Context: an optimization exercise on an open-source flow, tuned for small area. The choices shown serve that exercise and are no tape-out recipe. Only the layout flow was run in this run; the RTL was not checked for function there. No activity file was given, so power comes from the tool's default toggle rates.

--- flow/design.v ---
module regfile_forward ( 
   rs_data, rt_data,
   rs_num, rt_num, rd_num, rd_data, rd_we, clk, rst_b, halted
   );
	input       [4:0]  rs_num, rt_num, rd_num; 
	input       [31:0] rd_data;
	input              rd_we, clk, rst_b, halted;
	output wire [31:0] rs_data, rt_data;
	reg         [31:0] mem[0:31];
	integer            i;
	always @(posedge clk or negedge rst_b) begin 
		if (!rst_b) begin
			 for (i = 0; i < 32; i = i+1)
	mem[i] <= 32'b0;
		end else if (rd_we && (rd_num != 0)) begin 
			mem[rd_num] <= rd_data; 
		end
	end 
	assign rs_data = (rs_num == 0) ? 32'h0 : ((rd_we&&(rd_num==rs_num))?rd_data:mem[rs_num]);
	assign rt_data = (rt_num == 0) ? 32'h0 : ((rd_we&&(rd_num==rt_num))?rd_data:mem[rt_num]);
endmodule
module btbsram #(parameter WIDTH=62, SIZE_LG2=7) (
   rd_data,
   rd_idx, wr_idx, wr_data, wr_we, clk, rst_b
   );
	input       [SIZE_LG2-1:0]  rd_idx, wr_idx; 
	input       [WIDTH-1:0] wr_data;
	input              wr_we, clk, rst_b ;
	output wire [WIDTH-1:0] rd_data ;
	reg         [WIDTH-1:0] mem[0:(2**SIZE_LG2)-1];
	integer            i;
	always @(posedge clk or negedge rst_b) begin 
		if (!rst_b) begin
		   for (i = 0; i < (2**SIZE_LG2); i = i+1) begin
		     mem[i] <= 0;
		   end
		end else if (wr_we) begin 
			mem[wr_idx] <= wr_data;
		end 
	end 
	assign rd_data = (!rst_b)? 0 : mem[rd_idx];
endmodule
module exception_unit( 
   exception_halt, load_ex_regs, load_bva, cause, load_bva_sel,
   pc, IBE, DBE, RI, Ov, BP, AdEL_inst, AdEL_data, AdES, CpU, clk,
   rst_b
   );
	output wire      exception_halt, load_ex_regs, load_bva;
	output reg [4:0] cause;
	output wire      load_bva_sel;
	input     [31:0] pc;
	input            IBE, DBE, RI, Ov, BP, AdEL_inst, AdEL_data, AdES, CpU;
	input            clk, rst_b;
	assign exception_halt = rst_b && (AdEL_inst || IBE);
	assign load_ex_regs = rst_b && (IBE || DBE || RI || Ov || BP || AdEL_inst ||
	                                AdEL_data || AdES || CpU);
	assign load_bva = rst_b && (AdEL_inst || AdEL_data || AdES || IBE || DBE);
	assign load_bva_sel = AdEL_data || AdES || DBE;
	always @(*) begin
		cause = 0;
		case (1'b1)
		AdEL_inst: cause = 5'd4;
		AdEL_data: cause = 5'd4;
		AdES:      cause = 5'd5;
		IBE:       cause = 5'd6;
		DBE:       cause = 5'd7;
		CpU:       cause = 5'd11;
		RI:        cause = 5'd10;
		Ov:        cause = 5'd12;
		BP:        cause = 5'd9;
		endcase
	end
	always @(posedge clk or negedge rst_b) begin
		if (rst_b) begin
			if(AdEL_inst == 1'b1)
				$display("[Address error exception on load at 0x%h]", pc);
			else if(AdEL_data == 1'b1)
				$display("[Address error exception on load at 0x%h]", pc);
			else if(AdES == 1'b1)
				$display("[Address error exception on store at 0x%h]", pc);
			else if(IBE == 1'b1)
				$display("[Instruction bus error exception at 0x%h]", pc);
			else if(DBE == 1'b1)
				$display("[Data bus error exception at 0x%h]", pc);
			else if(CpU == 1'b1)
				$display("[Coprocessor unusable exception at 0x%h]", pc);
			else if(RI == 1'b1)
				$display("[Reserved instruction exception at 0x%h]", pc);
			else if(Ov == 1'b1)
				$display("[Arithmetic overflow exception at 0x%h]", pc);
			else if(BP == 1'b1)
				$display("[Breakpoint exception at 0x%h]", pc);
		end
	end
endmodule
module syscall_unit( 
   syscall_halt,
   pc, r_v0, Sys, rst_b, clk
   );
	output wire        syscall_halt;
	input       [31:0] pc, r_v0;
	input 	           Sys, rst_b, clk;
	assign 	syscall_halt = rst_b && Sys && (r_v0 == 32'h0a);
	always @(posedge clk)
		if (rst_b && Sys)
			case(r_v0)
			32'h0a: begin
				$display("[End of program at 0x%h]", pc);
			end
			endcase
endmodule
module mips_decode( 
   ctrl_we, ctrl_Sys, ctrl_RI, alu__sel, regdst, pcMuxSel, jLink_en,
   memtoreg, alusrc1, alusrc2, se, mem_write_en, hi_en,lo_en,
   load_sel, brcond, store_sel,
   load_stall,
   dcd_op, dcd_funct2, dcd_rt
   );
   input       [5:0] dcd_op, dcd_funct2;
   input       [4:0] dcd_rt;
   output reg        ctrl_we, ctrl_Sys, ctrl_RI, regdst, jLink_en, alusrc1, alusrc2, se, hi_en, lo_en;
   output reg  [1:0] memtoreg, pcMuxSel;
   output reg  [3:0] alu__sel, mem_write_en;
   output reg  [2:0] load_sel,brcond;
   output reg  [1:0] store_sel;
   output reg        load_stall;
   always_comb begin
     alu__sel = 4'h0;  
     ctrl_we = 1'b1;  
     ctrl_Sys = 1'b0;
     ctrl_RI = 1'b0;
     regdst = 1'b0;  
     pcMuxSel = 2'b00;  
     jLink_en = 1'b0;  
     memtoreg = 2'b00;  
     alusrc1 = 1'b0;  
     alusrc2 = 1'b0;  
     se = 1'b0;  
     mem_write_en = 4'b0;  
     load_sel = 3'b0;
     store_sel = 2'b0;
     load_stall = 1'b0;  
     hi_en = 1'b0;  
     lo_en = 1'b0;  
     brcond = 3'b111; 
     case(dcd_op)  
       6'h00:  
         begin
           regdst = 1'b1;  
         case(dcd_funct2)
           6'h00:
             begin
               alu__sel = 4'b0010;
               alusrc1 = 1'b1;
               alusrc2 = 1'b1;
             end
          6'h02:
             begin
               alu__sel = 4'b0011;
               alusrc1 = 1'b1;
               alusrc2 = 1'b1;
             end
           6'h03:
             begin
               alu__sel = 4'b0100;
               alusrc1 = 1'b1;
               alusrc2 = 1'b1;
             end
           6'h04:
             alu__sel = 4'b0101;
           6'h06:
             alu__sel = 4'b0110;
           6'h07:
             alu__sel = 4'b0111;
           6'h08:  
             begin
               ctrl_we = 1'b0;
               pcMuxSel = 2'b10;
             end
           6'h09:
             begin
               pcMuxSel = 2'b10;
               jLink_en = 1'b1;
               ctrl_we = 1'b1;
             end
           6'h0c:
             ctrl_Sys = 1'b1;
           6'h10:  
             begin
               memtoreg=2'b10;
               load_stall=1'b1;
             end
           6'h11:  
             hi_en = 1'b1;
           6'h12:  
             begin
               memtoreg=2'b11;
               load_stall=1'b1;
             end
           6'h13:  
             lo_en = 1'b1;
           6'h20: 
               alu__sel = 4'b0000;
           6'h21:
             alu__sel = 4'b0000;  
           6'h22:
             alu__sel = 4'b0001;
           6'h23:
             alu__sel = 4'b0001;  
           6'h24:
             alu__sel = 4'b1000;
           6'h25:
             alu__sel = 4'b1001;
           6'h26:
             alu__sel = 4'b1010;
           6'h27:
             alu__sel = 4'b1011;
           6'h2a:
             alu__sel = 4'b1100;
           6'h2b:
             alu__sel = 4'b1101;
           default:
             ctrl_RI = 1'b1;
         endcase  
         end  
       6'h01:  
         case(dcd_rt)
           5'h00:
             begin
               alu__sel = 4'b0001;
               ctrl_we = 1'b0;
               pcMuxSel = 2'b01;
               brcond = 3'b000;
             end
           5'h01:
             begin
               alu__sel = 4'b0001;
               ctrl_we = 1'b0;
               pcMuxSel = 2'b01;
               brcond = 3'b001;
             end
           5'h10:
             begin
               alu__sel = 4'b0001;
               pcMuxSel = 2'b01;
               jLink_en = 1'b1;
               brcond = 3'b000;
             end
           5'h11:
             begin
               alu__sel = 4'b0001;  
               pcMuxSel = 2'b01;
               jLink_en = 1'b1;
               brcond = 3'b001;
             end
           default:
             ctrl_RI = 1'b1;
         endcase  
       6'h02:
         begin
           ctrl_we = 1'b0;
           pcMuxSel = 2'b11;
         end
       6'h03:
         begin
           ctrl_we = 1'b1;  
           pcMuxSel = 2'b11;
           jLink_en = 1'b1;
         end
       6'h04:
         begin
           alu__sel = 4'b0001;  
           ctrl_we = 1'b0;
           pcMuxSel = 2'b01;
           brcond = 3'b010;
           se = 1'b1;
         end
       6'h05:
         begin
           alu__sel = 4'b0001;  
           ctrl_we = 1'b0;
           pcMuxSel = 2'b01;
           brcond = 3'b011;
           se = 1'b1;
         end
       6'h06:
         begin
           alu__sel = 4'b0001;  
           ctrl_we = 1'b0;
           pcMuxSel = 2'b01;
           brcond = 3'b100;
           se = 1'b1;
         end
       6'h07:
         begin
           alu__sel = 4'b0001;  
           ctrl_we = 1'b0;
           pcMuxSel = 2'b01;
           brcond = 3'b101;
           se = 1'b1;
         end
       6'h08:
         begin
           alu__sel = 4'b0000;
           alusrc2 = 1'b1;
           se = 1'b1;
         end
       6'h09:
         begin
           alu__sel = 4'b0000;
           alusrc2 = 1'b1;
           se = 1'b1;  
         end
       6'h0a:
         begin
           alu__sel = 4'b1100;
           alusrc2 = 1'b1;
           se = 1'b1;
         end
       6'h0b:
         begin
           alu__sel = 4'b1101;
           alusrc2 = 1'b1;
         end
       6'h0c:
         begin
           alu__sel = 4'b1000;
           alusrc2 = 1'b1;
         end
       6'h0d:
         begin
           alu__sel = 4'b1001;
           alusrc2 = 1'b1;
         end
       6'h0e:
         begin
           alu__sel = 4'b1010;
           alusrc2 = 1'b1;
         end
       6'h0f:
         begin
           memtoreg = 2'b01;
           load_stall = 1'b1;
           load_sel = 3'b000;
         end
       6'h20:
         begin
           load_stall = 1'b1;
           alu__sel = 4'b0000;
           se = 1'b1;
           alusrc2 = 1'b1;
           memtoreg = 1'b1;
           load_sel = 3'b001;
         end
       6'h21:
         begin
           load_stall = 1'b1;
           alu__sel = 4'b0000;
           se = 1'b1;
           alusrc2 = 1'b1;
           memtoreg = 1'b1;
           load_sel = 3'b010;
         end
       6'h23:
         begin
           load_stall = 1'b1;
           alu__sel = 4'b0000;
           se = 1'b1;
           alusrc2 = 1'b1;
           memtoreg = 1'b1;
           load_sel = 3'b011;
         end
       6'h24:
         begin
           load_stall = 1'b1;
           alu__sel = 4'b0000;
           se = 1'b1;
           alusrc2 = 1'b1;
           memtoreg = 1'b1;
           load_sel = 3'b100;
         end
       6'h25:
         begin
           load_stall = 1'b1;
           alu__sel = 4'b0000;
           se = 1'b1;
           alusrc2 = 1'b1;
           memtoreg = 1'b1;
           load_sel = 3'b101;
         end
       6'h28:
         begin
           ctrl_we = 1'b0;
           alu__sel = 4'b0000;
           alusrc2 = 1'b1;
           se = 1'b1;
           regdst = 1'b1;
           mem_write_en = 4'b1000;
           store_sel = 2'b00;
         end
       6'h29:
         begin
           ctrl_we = 1'b0;
           alu__sel = 4'b0000;
           alusrc2 = 1'b1;
           se = 1'b1;
           regdst = 1'b1;
           mem_write_en = 4'b1100;
           store_sel = 2'b01;
         end
       6'h2b:
         begin
           ctrl_we = 1'b0;
           alu__sel = 4'b0000;
           alusrc2 = 1'b1;
           se = 1'b1;
           regdst = 1'b1;
           mem_write_en = 4'b1111;
           store_sel = 2'b10;
         end
       default:
         begin
            ctrl_RI = 1'b1;
         end
     endcase  
   end
endmodule
module mips_core( 
   inst_addr, mem_addr, mem_data_in, mem_write_en, halted,
   clk, inst_excpt, mem_excpt, inst, mem_data_out, rst_b
   );
   parameter text_start  = 32'h00400000;  
   input         clk, inst_excpt, mem_excpt;
   output [29:0] inst_addr;
   output [29:0] mem_addr;
   input  [31:0] inst, mem_data_out;
   output [31:0] mem_data_in;
   output [3:0]  mem_write_en;
   output        halted;
   input         rst_b;
   wire [31:0]   pc, nextpc, nextnextpc;
   wire          exception_halt, syscall_halt, internal_halt;
   wire          load_epc, load_bva, load_bva_sel;
   wire [31:0]   rt_data, rs_data, rd_data, alu__out, r_v0;
   wire [31:0]   epc, cause, bad_v_addr;
   wire [4:0]    cause_code;
   wire [31:0]   dcd_se_imm, dcd_se_offset, dcd_e_imm, dcd_se_mem_offset;
   wire [5:0]    dcd_op, dcd_funct2;
   wire [4:0]    dcd_rs, dcd_funct1, dcd_rt, dcd_rd, dcd_shamt;
   wire [15:0]   dcd_offset, dcd_imm;
   wire [25:0]   dcd_target;
   wire [19:0]   dcd_code;
   wire          dcd_bczft;
   wire[1:0] pcMuxSel;
   wire[1:0] pcMuxSelFinal;
   wire [31:0] newpc;  
   wire [31:0] stallpc;  
   wire [31:0] inst_ID;  
   wire [61:0] btb_rd_data;
   wire[31:0] tagPC, nextPCGuess, pcCorr, pcPred;
   wire[1:0] state_new, history;
   wire btb_wr_we, btbPred, mispredict, EXen, IFen;
   wire btbHit;
   register #(32, text_start) PCReg(pc, pcCorr, clk, ~internal_halt, rst_b);
   mux2to1 predPC1(pcCorr, pcPred, newpc, mispredict);
   mux2to1 predPC2(pcPred, stallpc, nextPCGuess, btbPred && IFen);
   add_const #(4) NextPCAdder(nextpc, pc);
   assign        inst_addr = pc[31:2];
   assign        dcd_op = inst_ID[31:26];     
   assign        dcd_rs = inst_ID[25:21];     
   assign        dcd_rt = inst_ID[20:16];     
   assign        dcd_rd = inst_ID[15:11];     
   assign        dcd_shamt = inst_ID[10:6];   
   assign        dcd_bczft = inst_ID[16];     
   assign        dcd_funct1 = inst_ID[4:0];   
   assign        dcd_funct2 = inst_ID[5:0];   
   assign        dcd_offset = inst_ID[15:0];  
   assign        dcd_se_offset = { {14{dcd_offset[15]}}, dcd_offset, 2'b00 };
   assign        dcd_se_mem_offset = { {16{dcd_offset[15]}}, dcd_offset };
   assign        dcd_imm = inst_ID[15:0];         
   assign        dcd_e_imm = { 16'h0, dcd_imm };   
   assign        dcd_se_imm = { {16{dcd_imm[15]}}, dcd_imm };
   assign        dcd_target = inst_ID[25:0];      
   assign        dcd_code = inst_ID[25:6];        
   wire [3:0]		alu__sel;		 
   wire			ctrl_RI;		 
   wire			ctrl_Sys;		 
   wire			ctrl_we;		 
   wire regdst;
   wire jLink_en;
   wire[2:0] brcond;
   wire branchTrue;
   wire [1:0] memtoreg;
   wire alusrc1;
   wire alusrc2;
   wire se;
   wire [3:0] mem_en;  
   wire [2:0] load_sel;  
   wire hi_en;
   wire lo_en;
   wire [1:0] store_sel;  
   wire load_stall;  
   mips_decode Decoder( 
		       .ctrl_we		(ctrl_we),
		       .ctrl_Sys	(ctrl_Sys),
		       .ctrl_RI		(ctrl_RI),
		       .alu__sel	(alu__sel[3:0]),
                       .regdst          (regdst),
                       .pcMuxSel        (pcMuxSel),
                       .jLink_en        (jLink_en),
                       .memtoreg        (memtoreg),
                       .alusrc1         (alusrc1),
                       .alusrc2         (alusrc2),
                       .se              (se),
                       .mem_write_en    (mem_en),
                       .hi_en           (hi_en),
                       .lo_en           (lo_en),
                       .load_sel        (load_sel),
                       .brcond          (brcond),
                       .store_sel       (store_sel),
                       .load_stall      (load_stall),
		       .dcd_op		(dcd_op[5:0]),
		       .dcd_funct2	(dcd_funct2[5:0]),
                       .dcd_rt          (dcd_rt));
   wire [4:0] wr_reg;  
   wire [31:0] imm;  
   wire [31:0] wr_data;  
   wire [31:0] wr_dataMem;  
   wire [4:0] wr_regNum; 
   wire [4:0] rt_regNum; 
   wire [31:0] br_target;  
   wire [31:0] j_target;  
   wire [31:0] hi_out;  
   wire [31:0] lo_out;  
   wire [31:0] hi_in;  
   wire [31:0] lo_in;  
   wire [31:0] load_data;  
   wire [31:0] store_data;  
   wire [31:0] alu_in1;  
   wire [31:0] alu_in2;  
   wire [31:0] rs_fwd;  
   wire [31:0] rt_fwd;  
   wire [1:0] fwd_rs_sel, fwd_rt_sel;  
   mux2to1 stallMux(stallpc, pc, pc+4, IFen);
   wire IDen;  
   wire [31:0] pc_ID;
   wire pcLinkSel;
   wire btbHit_ID;
   register pcID(pc_ID, pc, clk, IDen, rst_b);
   register irID(inst_ID, inst, clk, IDen, rst_b);
   register #(1) bhitID(btbHit_ID, btbHit, clk, IDen, rst_b);
   wire [31:0] pc_EX;
   wire pcLinkSel_EX;
   wire [31:0] rs_data_EX;
   wire [31:0] rt_data_EX;
   wire [31:0] imm_EX;
   wire [4:0] wr_reg_EX;
   wire [1:0] fwd_rs_sel_EX, fwd_rt_sel_EX;
   wire [25:0] dcd_target_EX;
   wire btbHit_EX;
   register pcEX(pc_EX, pc_ID, clk, EXen, rst_b);
   register rsEX(rs_data_EX, rs_data, clk, EXen, rst_b);
   register rtEX(rt_data_EX, rt_data, clk, EXen, rst_b);
   register iEX(imm_EX, imm, clk, EXen, rst_b);
   register #(5) wrEX(wr_reg_EX, wr_regNum, clk, EXen, rst_b);
   register #(2) fwdrsEX(fwd_rs_sel_EX, fwd_rs_sel, clk, EXen, rst_b);
   register #(2) fwdrtEX(fwd_rt_sel_EX, fwd_rt_sel, clk, EXen, rst_b);
   register #(26) targetEX(dcd_target_EX, dcd_target, clk, EXen, rst_b);
   register #(1) bhitEX(btbHit_EX, btbHit_ID, clk, EXen, rst_b);
   register #(1)pcLinkSelEX(pcLinkSel_EX, pcLinkSel, clk, EXen, rst_b);
   wire ctrl_we_EX, ctrl_Sys_EX, ctrl_RI_EX, regdst_EX, jLink_en_EX;
   wire alusrc1_EX, alusrc2_EX, se_EX, hi_en_EX, lo_en_EX, load_stall_EX; 
   wire [1:0] memtoreg_EX, pcMuxSel_EX, store_sel_EX;
   wire [3:0] alu__sel_EX, mem_write_en_EX;
   wire [2:0] load_sel_EX, brcond_EX;
   cntlRegister cntlEX(ctrl_we_EX, ctrl_Sys_EX, ctrl_RI_EX, regdst_EX, jLink_en_EX,
                       alusrc1_EX, alusrc2_EX, se_EX, hi_en_EX, lo_en_EX, memtoreg_EX, pcMuxSel_EX,
                       alu__sel_EX, mem_write_en_EX, load_sel_EX, brcond_EX, store_sel_EX, load_stall_EX,
                       ctrl_we, ctrl_Sys, ctrl_RI, regdst, jLink_en, 
                       alusrc1, alusrc2, se, hi_en, lo_en, memtoreg, pcMuxSel,
                       alu__sel, mem_en, load_sel, brcond, store_sel,load_stall,
                       clk, EXen, rst_b);
   wire MEMen;  
   wire [31:0] pc_MEM;
   wire [31:0] pcLink_MEM;
   wire [31:0] alu__out_MEM;
   wire [31:0] rt_data_MEM;
   wire [31:0] imm_MEM;
   wire [4:0] wr_reg_MEM;
   assign MEMen = 1;  
   register pcMEM(pc_MEM, pc_EX, clk, MEMen, rst_b);
   register aluMEM(alu__out_MEM, alu__out, clk, MEMen, rst_b);
   register rtMEM(rt_data_MEM, rt_fwd, clk, MEMen, rst_b);
   register iMEM(imm_MEM, imm_EX, clk, MEMen, rst_b);
   register #(5) wrMEM(wr_reg_MEM, wr_reg_EX, clk, MEMen, rst_b);
   register pcLinkMEM(pcLink_MEM, pc_EX+4, clk, MEMen, rst_b);
   wire ctrl_we_MEM, ctrl_Sys_MEM, ctrl_RI_MEM, regdst_MEM, jLink_en_MEM;
   wire alusrc1_MEM, alusrc2_MEM, se_MEM, hi_en_MEM, lo_en_MEM, load_stall_MEM;
   wire [1:0] memtoreg_MEM, pcMuxSel_MEM, store_sel_MEM;
   wire [3:0] alu__sel_MEM, mem_write_en_MEM;
   wire [2:0] load_sel_MEM, brcond_MEM;
   cntlRegister cntlMEM(ctrl_we_MEM, ctrl_Sys_MEM, ctrl_RI_MEM, regdst_MEM, jLink_en_MEM,
                       alusrc1_MEM, alusrc2_MEM, se_MEM, hi_en_MEM, lo_en_MEM, memtoreg_MEM, pcMuxSel_MEM,
                       alu__sel_MEM, mem_write_en_MEM, load_sel_MEM, brcond_MEM, store_sel_MEM,load_stall_MEM,
                       ctrl_we_EX, ctrl_Sys_EX, ctrl_RI_EX, regdst_EX, jLink_en_EX,
                       alusrc1_EX, alusrc2_EX, se_EX, hi_en_EX, lo_en_EX, memtoreg_EX, pcMuxSel_EX,
                       alu__sel_EX, mem_write_en_EX, load_sel_EX, brcond_EX, store_sel_EX,load_stall_EX,
                       clk, MEMen, rst_b);
   wire WBen;  
   wire [31:0] pc_WB;
   wire [31:0] pcLink_WB;
   wire [31:0] HIout_WB, LOout_WB, load_data_WB, alu__out_WB;
   wire [31:0] rt_data_WB;
   wire [4:0] wr_reg_WB;
   assign WBen = 1;  
   register pcWB(pc_WB, pc_MEM, clk, WBen, rst_b);
   register MDRw(load_data_WB, load_data, clk, WBen, rst_b);
   register Aoutw(alu__out_WB, alu__out_MEM, clk, WBen, rst_b);
   register HIwb(HIout_WB, hi_out, clk, WBen, rst_b);  
   register LOwb(LOout_WB, lo_out, clk, WBen, rst_b);  
   register rtWB(rt_data_WB, rt_data_MEM, clk, WBen, rst_b);
   register #(5) wrWB(wr_reg_WB, wr_reg_MEM, clk, WBen, rst_b);
   register pcLinkWB(pcLink_WB, pcLink_MEM, clk, WBen, rst_b);
   wire ctrl_we_WB, ctrl_Sys_WB, ctrl_RI_WB, regdst_WB, jLink_en_WB;
   wire alusrc1_WB, alusrc2_WB, se_WB, hi_en_WB, lo_en_WB, load_stall_WB;
   wire [1:0] memtoreg_WB, pcMuxSel_WB, store_sel_WB;
   wire [3:0] alu__sel_WB, mem_write_en_WB;
   wire [2:0] load_sel_WB, brcond_WB;
   cntlRegister cntlWB(ctrl_we_WB, ctrl_Sys_WB, ctrl_RI_WB, regdst_WB, jLink_en_WB,
                       alusrc1_WB, alusrc2_WB, se_WB, hi_en_WB, lo_en_WB, memtoreg_WB, pcMuxSel_WB,
                       alu__sel_WB, mem_write_en_WB, load_sel_WB, brcond_WB, store_sel_WB,load_stall_WB,
                       ctrl_we_MEM, ctrl_Sys_MEM, ctrl_RI_MEM, regdst_MEM, jLink_en_MEM,
                       alusrc1_MEM, alusrc2_MEM, se_MEM, hi_en_MEM, lo_en_MEM, memtoreg_MEM, pcMuxSel_MEM,
                       alu__sel_MEM, mem_write_en_MEM, load_sel_MEM, brcond_MEM, store_sel_MEM, load_stall_MEM,
                       clk, WBen, rst_b);
   wire CDen, EXenStall;
   wire [2:0] CDAmt;
   stallDetector sD(wr_reg_EX,wr_reg_MEM,wr_reg_WB,rt_regNum,dcd_rs,
                    mem_write_en_EX, mem_write_en_MEM, mem_write_en,
                    ctrl_we_EX, ctrl_we_MEM, ctrl_we_WB, regdst, stall,
                    load_stall_EX,
                    EXenStall, IDen, IFen, 
                    CDen, CDAmt);
   countdownReg cdsDReg(CDen, clk, rst_b,
                      CDAmt,
                      stall);
   wire flush, CDFlushen,EXenFlush;
   wire [2:0] CDFlushAmt;
   flushMod fM(pcMuxSelFinal, pcMuxSel_EX, pc_ID, pc_EX, br_target, rs_fwd, j_target,
               flush,
               EXenFlush, CDFlushen, mispredict,
               CDFlushAmt);
   countdownReg cdFlushReg(CDFlushen, clk, rst_b,
                           CDFlushAmt,
                           flush);
   assign EXen = (EXenFlush & EXenStall);
   regfile_forward RegFile(rs_data, rt_data, dcd_rs, rt_regNum, wr_reg, wr_data, ctrl_we_WB, clk, rst_b, halted);
   mux2to1 #(5) regDest(wr_regNum, dcd_rt, dcd_rd, regdst);  
   mux2to1 #(5) regRt(rt_regNum, dcd_rt, 5'd2, ctrl_Sys);  
   register #(32,0) hiReg(hi_out, rs_fwd, clk, hi_en_EX, rst_b);
   register #(32,0) loReg(lo_out, rs_fwd, clk, lo_en_EX, rst_b);
   mux2to1 aluSrc1(alu_in1, rs_fwd, rt_fwd, alusrc1_EX);  
   mux2to1 aluSrc2(alu_in2, rt_fwd, imm_EX, alusrc2_EX);  
   mux2to1 signext(imm, dcd_e_imm, dcd_se_imm, se);  
   wire [31:0] pcfwd;
   mux2to1 fwdpc(pcfwd, pcLink_MEM, pcLink_WB, pcLinkSel_EX);
   mux4to1 fwdrs(rs_fwd, rs_data_EX, alu__out_MEM, wr_dataMem, pcfwd, fwd_rs_sel_EX);
   mux4to1 fwdrt(rt_fwd, rt_data_EX, alu__out_MEM, wr_dataMem, pcfwd, fwd_rt_sel_EX);
   forwardData fwd(wr_reg_EX, wr_reg_MEM, wr_reg_WB, rt_regNum, dcd_rs,
                   mem_write_en_EX, mem_write_en_MEM, mem_write_en,
                   ctrl_we_EX, ctrl_we_MEM, ctrl_we_WB, jLink_en_EX, jLink_en_MEM,
                   pcLinkSel,
                   fwd_rs_sel, fwd_rt_sel);
   mux4to1 memToReg(wr_dataMem, alu__out_WB, load_data_WB, HIout_WB, LOout_WB, memtoreg_WB);
   assign mem_addr = alu__out_MEM[31:2];  
   assign mem_data_in = store_data;  
   loader loader(load_data, imm_MEM, mem_data_out, load_sel_MEM, alu__out_MEM);  
   storer storer(store_data, mem_write_en, rt_data_MEM, store_sel_MEM, alu__out_MEM, mem_write_en_MEM);  
   wire [31:0] stallpc_EX;
   mux2to1 stallpcEX(stallpc_EX, pc_EX, pc_EX+4, IFen);
   mux4to1 pcMux(newpc, stallpc_EX, br_target, rs_fwd, j_target, pcMuxSelFinal);  
   adder brtarget(br_target, pc_EX+4, (imm_EX << 2), 1'b0);  
   concat conc(j_target, pc_EX, dcd_target_EX);  
   pcSelector choosePcMuxSel(pcMuxSelFinal, pcMuxSel_EX, branchTrue);  
   wire [1:0] history_ID, history_EX;
   wire [31:0] pred;
   wire [1:0] first_state, next_state;
   mux4to1 predMux(pred, 32'b0, br_target, rs_fwd, j_target, pcMuxSel_EX);
   btbsram #(62, 4) btb(btb_rd_data, pc[5:2], pc_EX[5:2], {pc_EX[31:2], state_new, pred[31:2]}, btb_wr_we, clk, rst_b);
   mux2to1 #(2)histMux1(state_new, first_state, next_state, btbHit_EX);
   mux2to1 #(2)histMux2(first_state, 2'b01, 2'b10, mispredict);
   saturationCounter satCounter(next_state, history_EX, pcMuxSelFinal!=2'b00, clk, rst_b);
   assign tagPC = {btb_rd_data[61:32],2'b00};
   assign history = btb_rd_data[31:30];
   assign nextPCGuess = {btb_rd_data[29:0],2'b00};
   assign btb_wr_we = (pcMuxSelFinal!=2'b00) ? 1'b1 : 1'b0;
   assign btbPred = (pc[31:2]==tagPC[31:2] && history[1]) ? 1'b1 : 1'b0;
   assign btbHit = pc[31:2]==tagPC[31:2] ? 1'b1 : 1'b0;
   register #(2,0) histID(history_ID, history, clk, IDen, rst_b);
   register #(2,0) histEX(history_EX, history_ID, clk, EXen, rst_b);
   mux2to1 dataToReg(wr_data, wr_dataMem, pc_WB+4, jLink_en_WB); 
   mux2to1 #(5)regNumber(wr_reg, wr_reg_WB, 5'd31, jLink_en_WB);
   mips_ALU ALU(.alu__out(alu__out),
                .branchTrue(branchTrue), 
                .alu__op1(alu_in1),
                .alu__op2(alu_in2),
                .alu__sel(alu__sel_EX),
                .brcond(brcond_EX));
   exception_unit EU(.exception_halt(exception_halt), .pc(pc), .rst_b(rst_b),
                     .clk(clk), .load_ex_regs(load_ex_regs),
                     .load_bva(load_bva), .load_bva_sel(load_bva_sel),
                     .cause(cause_code),
                     .IBE(inst_excpt),
                     .DBE(1'b0),
                     .RI(ctrl_RI),
                     .Ov(1'b0),
                     .BP(1'b0),
                     .AdEL_inst(pc[1:0]?1'b1:1'b0),
                     .AdEL_data(1'b0),
                     .AdES(1'b0),
                     .CpU(1'b0));
   assign r_v0 = rt_data_WB;  
   syscall_unit SU(.syscall_halt(syscall_halt), .pc(pc), .clk(clk), .Sys(ctrl_Sys_WB),
                   .r_v0(r_v0), .rst_b(rst_b));
   assign        internal_halt = exception_halt | syscall_halt;
   register #(1, 0) Halt(halted, internal_halt, clk, 1'b1, rst_b);
   register #(32, 0) EPCReg(epc, pc, clk, load_ex_regs, rst_b);
   register #(32, 0) CauseReg(cause,
                              {25'b0, cause_code, 2'b0}, 
                              clk, load_ex_regs, rst_b);
   register #(32, 0) BadVAddrReg(bad_v_addr, pc, clk, load_bva, rst_b);
endmodule  
module mips_ALU(alu__out, branchTrue, alu__op1, alu__op2, alu__sel, brcond);
   output logic [31:0] alu__out;
   output logic branchTrue;
   input logic [31:0]  alu__op1, alu__op2;
   input logic [3:0]   alu__sel;
   input logic [2:0]   brcond;
   always_comb begin
    alu__out = 0;
    branchTrue = 0;
    case (alu__sel)
      4'b0000:
        alu__out = alu__op1+alu__op2;
      4'b0001:
        begin  
	  alu__out = alu__op1 - alu__op2;
          case(brcond)
            3'b000:
              begin
                if ($signed(alu__op1)<0)
                  branchTrue = 1'b1;
              end
            3'b001:
              begin
                if ($signed(alu__op1)>=0)
                  branchTrue = 1'b1;
              end
            3'b010:
              begin
                if (alu__op1 == alu__op2)
                  branchTrue = 1'b1;
              end
            3'b011:
              begin
                if (alu__op1!=alu__op2)
                  branchTrue = 1'b1;
              end
            3'b100:
              begin
                if ($signed(alu__op1)<=$signed(0))
                  branchTrue = 1'b1;
              end
            3'b101:
              begin
                if ($signed(alu__op1)>$signed(0))
                  branchTrue = 1'b1;
              end
            default:
              alu__out = alu__op1-alu__op2;
          endcase
        end
      4'b0010:
        alu__out = alu__op1<<{27'b0, alu__op2[10:6]};
      4'b0011:
        alu__out = alu__op1>>{27'b0, alu__op2[10:6]};
      4'b0100:
        alu__out = $signed($signed(alu__op1) >>> {27'b0, alu__op2[10:6]});
      4'b0101:
        alu__out = alu__op2<<{27'b0, alu__op1[4:0]};
      4'b0110:
        alu__out = alu__op2>>{27'b0, alu__op1[4:0]};
      4'b0111:
        alu__out = $signed($signed(alu__op2) >>> {27'b0, alu__op1[4:0]});
      4'b1000:
        alu__out = alu__op1 & alu__op2;
      4'b1001:
        alu__out = alu__op1 | alu__op2;
      4'b1010:
        alu__out = alu__op1 ^ alu__op2;
      4'b1011:
        alu__out = ~(alu__op1 | alu__op2);
      4'b1100: 
        alu__out = ($signed(alu__op1) < $signed(alu__op2)) ? 32'b1 : 32'b0;
      4'b1101: 
        alu__out = (alu__op1 < alu__op2) ? 32'b1 : 32'b0;
    endcase
   end
endmodule
module saturationCounter(
  output logic [1:0] q,
  input logic [1:0] d,
  input logic isBranch, clk, rst_b);
  always_comb begin
    q = d;
    if (~rst_b)
      q = 2'b11;
    else if (isBranch) begin
     if (d==2'b00)
       q=2'b01;
     else if (d==2'b01)
       q=2'b10;
     else if (d==2'b10)
       q=2'b11;
     else if (d==2'b11)
       q=2'b11;
    end
    else if (~isBranch) begin
      if (d==2'b00)
       q=2'b00;
     else if (d==2'b01)
       q=2'b00;
     else if (d==2'b10)
       q=2'b01;
     else if (d==2'b11)
       q=2'b10;
    end
   end
endmodule
module resetregister(q, d, clk, enable, clear, rst_b);
   parameter
            width = 32,
            reset_value = 0;
   output [(width-1):0] q;
   reg [(width-1):0]    q;
   input [(width-1):0]  d;
   input                 clk, enable, clear, rst_b;
   always @(posedge clk or negedge rst_b)
     if (~rst_b)
       q <= reset_value;
     else if (clear)
       q <= 32'b0;
     else if (enable)
       q <= d;
endmodule  
module register(q, d, clk, enable, rst_b);
   parameter
            width = 32,
            reset_value = 0;
   output [(width-1):0] q;
   reg [(width-1):0]    q;
   input [(width-1):0]  d;
   input                 clk, enable, rst_b;
   always @(posedge clk or negedge rst_b)
     if (~rst_b)
       q <= reset_value;
     else if (enable)
       q <= d;
endmodule  
module cntlRegister (
   output logic ctrl_we, ctrl_Sys, ctrl_RI, regdst, jLink_en, alusrc1, alusrc2, se, hi_en, lo_en,
   output logic [1:0] memtoreg, pcMuxSel,
   output logic [3:0] alu__sel, mem_write_en,
   output logic [2:0] load_sel,brcond,
   output logic [1:0] store_sel,
   output logic       load_stall,
   input logic ctrl_we_in, ctrl_Sys_in, ctrl_RI_in, regdst_in, jLink_en_in, alusrc1_in, alusrc2_in, se_in, hi_en_in, lo_en_in,
   input logic [1:0] memtoreg_in, pcMuxSel_in,
   input logic [3:0] alu__sel_in, mem_write_en_in,
   input logic [2:0] load_sel_in, brcond_in,
   input logic [1:0] store_sel_in,
   input logic       load_stall_in,
   input logic clk, enable, rst_b);
   always_ff @(posedge clk or negedge rst_b)
     if (~rst_b)
       begin
         ctrl_we <= 1'b0;
         ctrl_Sys <= 1'b0;
         ctrl_RI <= 1'b0;
         regdst <= 1'b0;
         jLink_en <= 1'b0;
         alusrc1 <= 1'b0;
         alusrc2 <= 1'b0; 
         se <= 1'b0;
         hi_en <= 1'b0;
         lo_en <= 1'b0;
         memtoreg <= 2'b0; 
         pcMuxSel <= 2'b0;
         alu__sel <= 4'b0; 
         mem_write_en <= 4'b0;
         load_sel <= 3'b0;
         brcond <= 3'b0;
         store_sel <= 2'b0;
         load_stall <= 1'b0;
       end
     else if (enable)
       begin
         ctrl_we <= ctrl_we_in; 
         ctrl_Sys <= ctrl_Sys_in; 
         ctrl_RI <= ctrl_RI_in; 
         regdst <= regdst_in;
         jLink_en <= jLink_en_in;
         alusrc1 <= alusrc1_in; 
         alusrc2 <= alusrc2_in; 
         se <= se_in; 
         hi_en <= hi_en_in;
         lo_en <= lo_en_in;
         memtoreg <= memtoreg_in; 
         pcMuxSel <= pcMuxSel_in;
         alu__sel <= alu__sel_in;
         mem_write_en <= mem_write_en_in;      
         load_sel <= load_sel_in;
         brcond <= brcond_in;
         store_sel <= store_sel_in;
         load_stall <= load_stall_in;
       end
     else if (~enable)
       begin
         ctrl_we <= 1'b0;
         ctrl_Sys <= ctrl_Sys_in;
         ctrl_RI <= ctrl_RI_in;
         regdst <= regdst_in;
         jLink_en <= jLink_en_in;
         alusrc1 <= alusrc1_in;
         alusrc2 <= alusrc2_in;
         se <= se_in;
         hi_en <= 1'b0;
         lo_en <= 1'b0;
         memtoreg <= memtoreg_in;
         pcMuxSel <= 2'b0;
         alu__sel <= alu__sel_in;
         mem_write_en <= 1'b0;
         load_sel <= load_sel_in;
         brcond <= brcond_in;
         store_sel <= store_sel_in;
         load_stall <=load_stall_in;
       end
endmodule
module forwardData(
  input logic [4:0] wr_reg_EX, wr_reg_MEM, wr_reg_WB, dcd_rt, dcd_rs,
  input logic [3:0] mem_write_en_EX, mem_write_en_MEM, mem_write_en,
  input logic ctrl_we_EX, ctrl_we_MEM, ctrl_we_WB, jLink_en_EX, jLink_en_MEM,
  output logic pcLinkSel,
  output logic [1:0] rsfwd, rtfwd);
  always_comb begin
    rsfwd = 2'b0;
    rtfwd = 2'b0;
    pcLinkSel = 1'b0;
    if (ctrl_we_MEM != 0) begin
      if (dcd_rs != 0) begin
        if (dcd_rs == wr_reg_MEM) begin
          rsfwd = 2'b10;
        end
        if (jLink_en_MEM && dcd_rs == 5'd31) begin
          rsfwd = 2'b11;
          pcLinkSel = 1'b1;
        end
      end
      if (dcd_rt != 0) begin
        if (dcd_rt == wr_reg_MEM) begin
          rtfwd = 2'b10;
        end
        if (jLink_en_MEM && dcd_rt == 5'd31) begin
          rtfwd = 2'b11;
          pcLinkSel = 1'b1;
        end
      end
    end
    if (ctrl_we_EX != 0) begin
      if (dcd_rs != 0) begin
        if (dcd_rs == wr_reg_EX) begin
          rsfwd = 2'b01;
        end
        if (jLink_en_EX && dcd_rs == 5'd31) begin
          rsfwd = 2'b11;
        end
      end
      if (dcd_rt != 0) begin
        if (dcd_rt == wr_reg_EX) begin
          rtfwd = 2'b01;
        end
        if (jLink_en_EX && dcd_rt == 5'd31) begin
          rtfwd = 2'b11;
        end
      end
    end
  end
endmodule
module flushMod(
  input logic [1:0] pcMuxSelFinal, pcMuxSel_EX,
  input logic [31:0] pc_ID, pc_EX, br_target, rs_fwd, j_target,
  input logic flush,
  output logic EXen, CDFlushen, mispredict,
  output logic [2:0] CDFlushAmt);
  always_comb begin
    EXen = 1'b1;
    CDFlushAmt = 3'b0;
    CDFlushen = 1'b0;
    mispredict = 1'b0;
    if (flush == 1'b1) begin
      EXen = 1'b0;
    end
    else if(pcMuxSel_EX!=2'b00 && flush==1'b0 && ((pcMuxSelFinal==2'b00 && pc_ID!=pc_EX+4) || 
                                                  (pcMuxSelFinal==2'b01 && pc_ID!=br_target) ||
                                                  (pcMuxSelFinal==2'b10 && pc_ID!=rs_fwd) ||
                                                  (pcMuxSelFinal==2'b11 && pc_ID!=j_target))) begin
      CDFlushen = 1'b1;
      EXen = 1'b0;
      CDFlushAmt = 1'd1;
      mispredict = 1'b1;
    end
  end
endmodule
module stallDetector(
  input logic [4:0] wr_reg_EX, wr_reg_MEM, wr_reg_WB, dcd_rt, dcd_rs,
  input logic [3:0] mem_write_en_EX, mem_write_en_MEM, mem_write_en,
  input logic ctrl_we_EX, ctrl_we_MEM, ctrl_we_WB, regdst, stall,
  input logic load_stall_EX,
  output logic EXen, IDen, IFen, CDen,
  output logic [2:0] CDAmt);
  always_comb begin
    IFen = 1'b1;
    IDen = 1'b1;
    EXen = 1'b1;
    CDen = 1'b0;
    CDAmt = 3'b0;
    if (stall == 1'b1) begin
      IFen = 1'b0;
      IDen = 1'b0;
      EXen = 1'b0;
    end
    else if(stall == 1'b0 && load_stall_EX == 1'b1) begin
      if ((ctrl_we_EX != 0 || mem_write_en_EX != 0) && (((regdst == 1) && (dcd_rt != 0) && (dcd_rt == wr_reg_EX)) || ((dcd_rs != 0) && (dcd_rs == wr_reg_EX)))) begin
        CDen = 1'b1;
        CDAmt = 3'd0;
        IFen = 1'b0;
        IDen = 1'b0;
        EXen = 1'b0;
      end 
    end
  end
endmodule
module countdownReg #(parameter reset_value = 0) (
  input logic CDen, clk, rst_b,
  input logic [2:0] CDAmt,
  output logic stall);
  logic [2:0] CDAmtq; 
  assign stall = (CDAmtq == 3'd0) ? 1'b0: 1'b1;
  always_ff @(posedge clk or negedge rst_b) begin
    if (~rst_b) begin
      CDAmtq <= 3'b0;
    end
    else if (CDen) begin
      CDAmtq <= CDAmt;
    end
    else if (CDAmtq != 3'd0) begin
      CDAmtq <= CDAmtq-1;
    end
  end
endmodule
module counter #(parameter reset_value = 32'd0) (
  output logic [31:0] count,
  input logic en, clk, rst_b);
  always_ff @(posedge clk or negedge rst_b) begin
    if (~rst_b) begin
      count <= reset_value;
    end
    else if (en) begin
      count <= count + 1;
    end
  end
endmodule
module adder(out, in1, in2, sub);
   output [31:0] out;
   input [31:0]  in1, in2;
   input         sub;
   assign        out = sub?(in1 - in2):(in1 + in2);
endmodule  
module add_const(out, in); 
   parameter add_value = 1;
   output logic [31:0] out;
   input logic  [31:0] in;
   assign out = in+add_value;
endmodule  
module mux2to1 #(parameter width = 32) (
      output logic [width - 1:0] out,
      input logic [width - 1:0] in0, in1, 
      input logic sel);
    assign out = sel ? in1 : in0;
endmodule
module mux4to1 #(parameter width = 32) (
      output logic [width - 1:0] out,
      input logic [width - 1:0] in0, in1, in2, in3,
      input logic [1:0] sel);
    assign out = sel[1] ? (sel[0] ? in3 : in2) : (sel[0] ? in1 : in0);
endmodule
module pcSelector #(parameter width = 2) (
      output logic [width - 1:0] pcMuxSelFinal,
      input logic [width - 1:0] pcMuxSel,
      input logic branchTrue);
    always_comb
      begin
        pcMuxSelFinal=2'b00;
        if (branchTrue == 1'b0 && pcMuxSel == 2'b01)
          pcMuxSelFinal = 2'b00;
        else
          pcMuxSelFinal = pcMuxSel;
      end
endmodule
module concat (
      output logic [31:0] j_target,
      input logic [31:0] cur_pc,
      input logic [25:0] dcd_target);
    assign j_target = {cur_pc[31:28], dcd_target[25:0], 2'b00};
endmodule
module loader (
      output logic [31:0] load_data,
      input logic [15:0] dcd_imm,
      input logic [31:0] mem_data,
      input logic [2:0] load_sel,
      input logic [31:0] offset);
    logic [31:0] data;
    assign data = (mem_data >> ((offset & 32'h3) * 8));
    always_comb begin
      case(load_sel)
        3'b000:  
          load_data = {dcd_imm, 16'b0};
        3'b001:  
          load_data = {{24{data[7]}}, data[7:0] };
        3'b010:
          load_data = {{16{data[15]}}, data[15:0]};
        3'b011:
          load_data = mem_data;
        3'b100:
          load_data = {24'b0, data[7:0]};
        3'b101:
          load_data = {16'b0, data[15:0]};
        default:
          load_data = 32'h0;
      endcase
    end
endmodule
module storer (
      output logic [31:0] store_data,
      output logic [3:0] mem_write_en,
      input logic [31:0] rt_data,
      input logic [1:0] store_sel,
      input logic [31:0] offset,
      input logic [3:0] mem_en);
    always_comb begin
      case(store_sel)
        2'b00:  
          begin
            store_data = {24'b0, rt_data[7:0]} << ((offset & 32'h3) * 8);
            mem_write_en = {mem_en[0], mem_en[1], mem_en[2], mem_en[3]} << (offset & 32'h3);
          end
        2'b01:
          begin
            store_data = {16'b0, rt_data[15:0]} << ((offset & 32'h3) * 8);
            mem_write_en = {mem_en[0], mem_en[1], mem_en[2], mem_en[3]} << (offset & 32'h3);
          end
        2'b10:
          begin
            store_data = rt_data;
            mem_write_en = mem_en;
          end
        default:
          begin
            store_data = 32'h0;
            mem_write_en = 4'b0000;
          end
      endcase
    end
endmodule
--- flow/run.sh ---
#!/bin/bash
# synth_recipe.tcl (not shown) runs the flow's synth.tcl, then flattens the netlist and writes it again
# the make line also repeats each setting of config.mk as NAME=value (left out here)
make -C /OpenROAD-flow-scripts/flow DESIGN_CONFIG=/design/flow/config.mk WORK_HOME=/design/flow/orfs CLKGATE_MAP_FILE= SYNTH_SCRIPT=/design/flow/synth_recipe.tcl finish
--- flow/config.mk ---
export PLATFORM = sky130hd
export DESIGN_NAME = mips_core
export DESIGN_NICKNAME = mips_core
export VERILOG_FILES = /design/flow/design.v
export SDC_FILE = /design/flow/constraint.sdc
export NUM_CORES = 4
export LEC_CHECK = 0
export CAP_MARGIN = 20
export CORE_MARGIN = 2
export CORE_UTILIZATION = 40
export PLACE_DENSITY = 0.6
export SLEW_MARGIN = 20
--- flow/constraint.sdc ---
create_clock -name core_clock -period 15.0 [get_ports {clk}]
set_input_delay 3.0000 -clock core_clock [delete_from_list [all_inputs] [get_ports {clk}]]
set_output_delay 3.0000 -clock core_clock [all_outputs]
set_load 0.01 [all_outputs]
==> results.txt <==
==> layout by cell type, fill, tap and decap left out, types with 57 or more instances in the layout <==
cell             count
mux2_2            1228
a22oi_1            505
clkdlybuf4s50_1    162
nand2b_1            57
a21oi_1            423
nand3_1            174
nor2_1             466
o21ai_0           1412
a211oi_1            63
a22o_1             363
nand2_1           1571
clkbuf_1            72
nor3_1              95
mux4_2              97
o41ai_1             60
mux2_1              81
o211ai_1            70
inv_1              130
nor4_1              57
buf_4              337
o22ai_1             92
dfrtp_1           2697
a222oi_1            99
nand4_1            202
xor2_1             118
xnor2_1            229
a221oi_1           385
clkbuf_16          312
mux2i_1            219
and3_1              70
ha_1               140
==> worst max-delay path by stage <==
stage | from | endpoint | slack, ns | cells after the start
detailed placement | pcEX.q[3] | histEX.q[1] | 4.98 | 21
global placement | pcEX.q[3] | histEX.q[1] | 5.04 | 21
floorplan | pcLinkSelEX.q | aluMEM.q[0] | 8.41 | 23
CTS | pcEX.q[3] | histEX.q[1] | 4.92 | 21
finish | pcEX.q[3] | histEX.q[1] | 4.73 | 21
global route | pcEX.q[3] | histEX.q[1] | 4.55 | 21
==> through the flow <==
stage | util | power [W] | std cells | worst slack (ns) | hold slack [ns]
4_1_cts | 0.4495 | 0.02704 | 17640 | 4.921 | 0.3022
3_5_place_dp | 0.4203 | 0.01942 | 17110 | 4.982 | 0.3347
6_report | 0.4500 | 0.02744 | 17670 | 4.727 | 0.3014
2_1_floorplan | - | 0.01523 | 13330 | 8.411 | 0.3312
5_1_grt | 0.4499 | 0.02837 | 17650 | 4.548 | 0.3303
3_3_place_gp | 0.4202 | 0.01932 | 17100 | 5.045 | 0.3325
==> per-layer routing <==
| metal | GRT usage | vias to the layer above |
|---|---|---|
| li1 | - | 48300 |
| met1 | 0.4677 | 59540 |
| met2 | 0.4859 | 7917 |
| met3 | 0.09802 | 2061 |
| met4 | 0.1882 | 18 |
| met5 | 0.0005411 | - |
==> power breakdown <==
group | leakage [nW] | internal (W) | switching [W]
clock network | 4.94 | 0.00446 | 0.00321
registers | 36.9 | 0.00880 | 0.00168
logic | 26.6 | 0.00284 | 0.00645
total | 68.5 | 0.0161 | 0.0113
==> cell type report <==
class	count	share of cell area
inverter	140	0.003397
tap	4557	0.03685
clock inverter	98	0.007804
sequential	2709	0.4383
clock buffer	439	0.05710
multi-input combinational	9187	0.4271
timing repair buffer	515	0.02887
antenna	29	0.0004691
==> cell families after synthesis <==
kind of cell,share of synthesized area
XOR/XNOR,0.02310
buffers and inverters,0.04233
multiplexers,0.1390
adder cells (fa/ha/maj),0.01360
flip-flops,0.4899
AND/OR/NAND/NOR,0.09891
AO/OA/AOI/OAI,0.1932
==> flow_metrics.env <==
export IMPL_reg2reg_slack_ns=4.73
export IMPL_synth_flop_cell="dfrtp_1"
export IMPL_grt_usage=0.3419
export IMPL_drv_cap=0
export IMPL_cts_tree="yes"
export IMPL_numCtsBuffers=302
export IMPL_crit_path_cell_trace="ha_1, nand4_1, nor4_1, buf_4, and4_1, a31oi_1, nand2b_1, ha_1, xnor2_1, a22oi_1, o311ai_0, or4_1, or4_1, nor4_1, nand4_1, or4_1, nor4b_1, o31ai_4, nor2_4, buf_4, mux2_2"
export IMPL_worstPathMaxFanout=50
export IMPL_setup_viol=0
export IMPL_endpoint_kind="flip-flop"
export IMPL_wl_met3_um=74190
export IMPL_start_kind="flip-flop"
export IMPL_reg_top3="RegFile.mem x992, btb.mem x992"
export IMPL_ant_nets=0
export IMPL_max_clock_path_buffers=4
export IMPL_critPathKind="reg2reg"
export IMPL_cts_reportedPaths_clkPinSlew_ns=0.06
export IMPL_postCtsHoldBufs=0
export IMPL_syn_avg_cell_area_um2=10.38
export IMPL_detail_route_wl_per_cell_um=34.69
export IMPL_m1WireLength_um=244700
export IMPL_fmax_mhz=97.34
export IMPL_crit_path_max_incr_delay_ns=1.07
export IMPL_ir_worst_vdd_uv=101.9
export IMPL_port_buffers=163
export IMPL_cts_resized=0
export IMPL_syn_num_nets=13550
export IMPL_status="complete, no violations"
export IMPL_vias_per_cell=6.667
export IMPL_final_nets=13070
export IMPL_cts_num_sinks=2709
export IMPL_power_density_nw_per_um2=177.3
export IMPL_nFillCells=32470
export IMPL_hold_violations=0
export IMPL_fin_crit_ns=10.27
export IMPL_path_delay_family="simple AND/OR/NAND/NOR gates"
export IMPL_hold_depth=0
export IMPL_drv_slew=0
export IMPL_gp_congestion=1.023
export IMPL_post_cts_buffers=0
export IMPL_grt_start_max_net_pins=188
export IMPL_synth_top_cell_by_area="dfrtp_1"
export IMPL_firstDrtPassIters=9
export IMPL_p_leak_nw=68.51
export IMPL_multiInputGateArea_um2=66080
export IMPL_worstMarginPinSlew_ns=1.274
export IMPL_synthTopCellsByArea="dfrtp_1, mux2_2, o21ai_0, nand2_1, a22oi_1"
export IMPL_yosys_cell_count_top_type="dfrtp_1"
export IMPL_grt_pass1_vias=112100
export IMPL_antenna_found_initial=50
export IMPL_dp_hpwl_um=383900
export IMPL_regToRegStartpoint="pcEX.q[3]"
export IMPL_worstHoldStart="pcMEM.q[2]"
export IMPL_pin_count=165
export IMPL_drcViolationCount=0
export IMPL_drive_above_1_share=0.1835
export IMPL_area_delta_synth_final_pct=11.79
export IMPL_whs_endpoint="pcWB.q[2]"
export IMPL_cts_root_buf="clkbuf_16"
export IMPL_fin_skew_ns=0.09342
export IMPL_setup_tns_ns=0
export IMPL_regArea_um2=67820
export IMPL_netlist_instances=13330
export IMPL_rr_worst_depth=21
export IMPL_routed_wl_um=613000
export IMPL_yosys_top_cells_count="dfrtp_1, nand2_1, o21ai_0"
export IMPL_rows=215
export IMPL_synthArstFlopShare=1.000
export IMPL_relSlewSlack=0.1488
export IMPL_die_h_um=592.2
export IMPL_wl_met2_um=252100
export IMPL_stdcell_area_um2=154700
export IMPL_clkLatencyLatePin_ns=0.96
export IMPL_cp_slowest_cell="dfrtp_1"
export IMPL_cp_common_cell="or4_1"
export IMPL_gr_total_overflow=0
export IMPL_synth_seq_cells=2709
export IMPL_die_w_um=592.2
export IMPL_cp_required_ns=15.75
export IMPL_rsz0062_at_grt="no"
export IMPL_post_route_period_util=0.6849
export IMPL_grt_first_pass_wirelength_um=864500
export IMPL_yosysWarnings=29
export IMPL_dieArea_um2=350700
export IMPL_netlist_area_um2=138400
export IMPL_start_util=0.4025
export IMPL_top_layer_used="met5"
export IMPL_ys_types=97
export IMPL_synth_edff_count=0
export IMPL_htree_levels=5
export IMPL_path_buf_inv=2
export IMPL_dr_first_iter_drc_count=17260
export IMPL_synth_top_area_frac=0.4897
export IMPL_place_area_um2=144500
export IMPL_r2r_end="histEX.q[1]"
export IMPL_via_count=117800
export IMPL_cp_arrival_ns=11.02
export IMPL_hold_path_class="reg2reg"
export IMPL_coreArea_um2=343800
export IMPL_ys_seq_area_frac=0.4899

separate check: timing with driven ports:
How much do the figures lean on ideal ports? The routed layout below was timed once more, with nothing changed but the port constraints. Step 1 sets driving cells, clkbuf_16 on the clock port and buf_2 on the other inputs (assumed; they add their load-dependent delay and slew). Step 2 also shifts input and output timing later by t, the mid clock arrival at the registers, as if the neighbouring blocks saw the same clock. Three values: ideal, step 1, step 2; two values: the first two.
shift t [ns]: 1.011
setup WS [ns]: 4.727 / 4.727 / 4.727
worst setup path at the end: register to register
clock arrival spread, ns: 0.110 / 0.110
pins driven straight from the clock port: 1
After both steps setup and hold are still met in this run. The setup slack of this run moves by 0.000 ns with the drivers and by 0.000 ns with both steps.
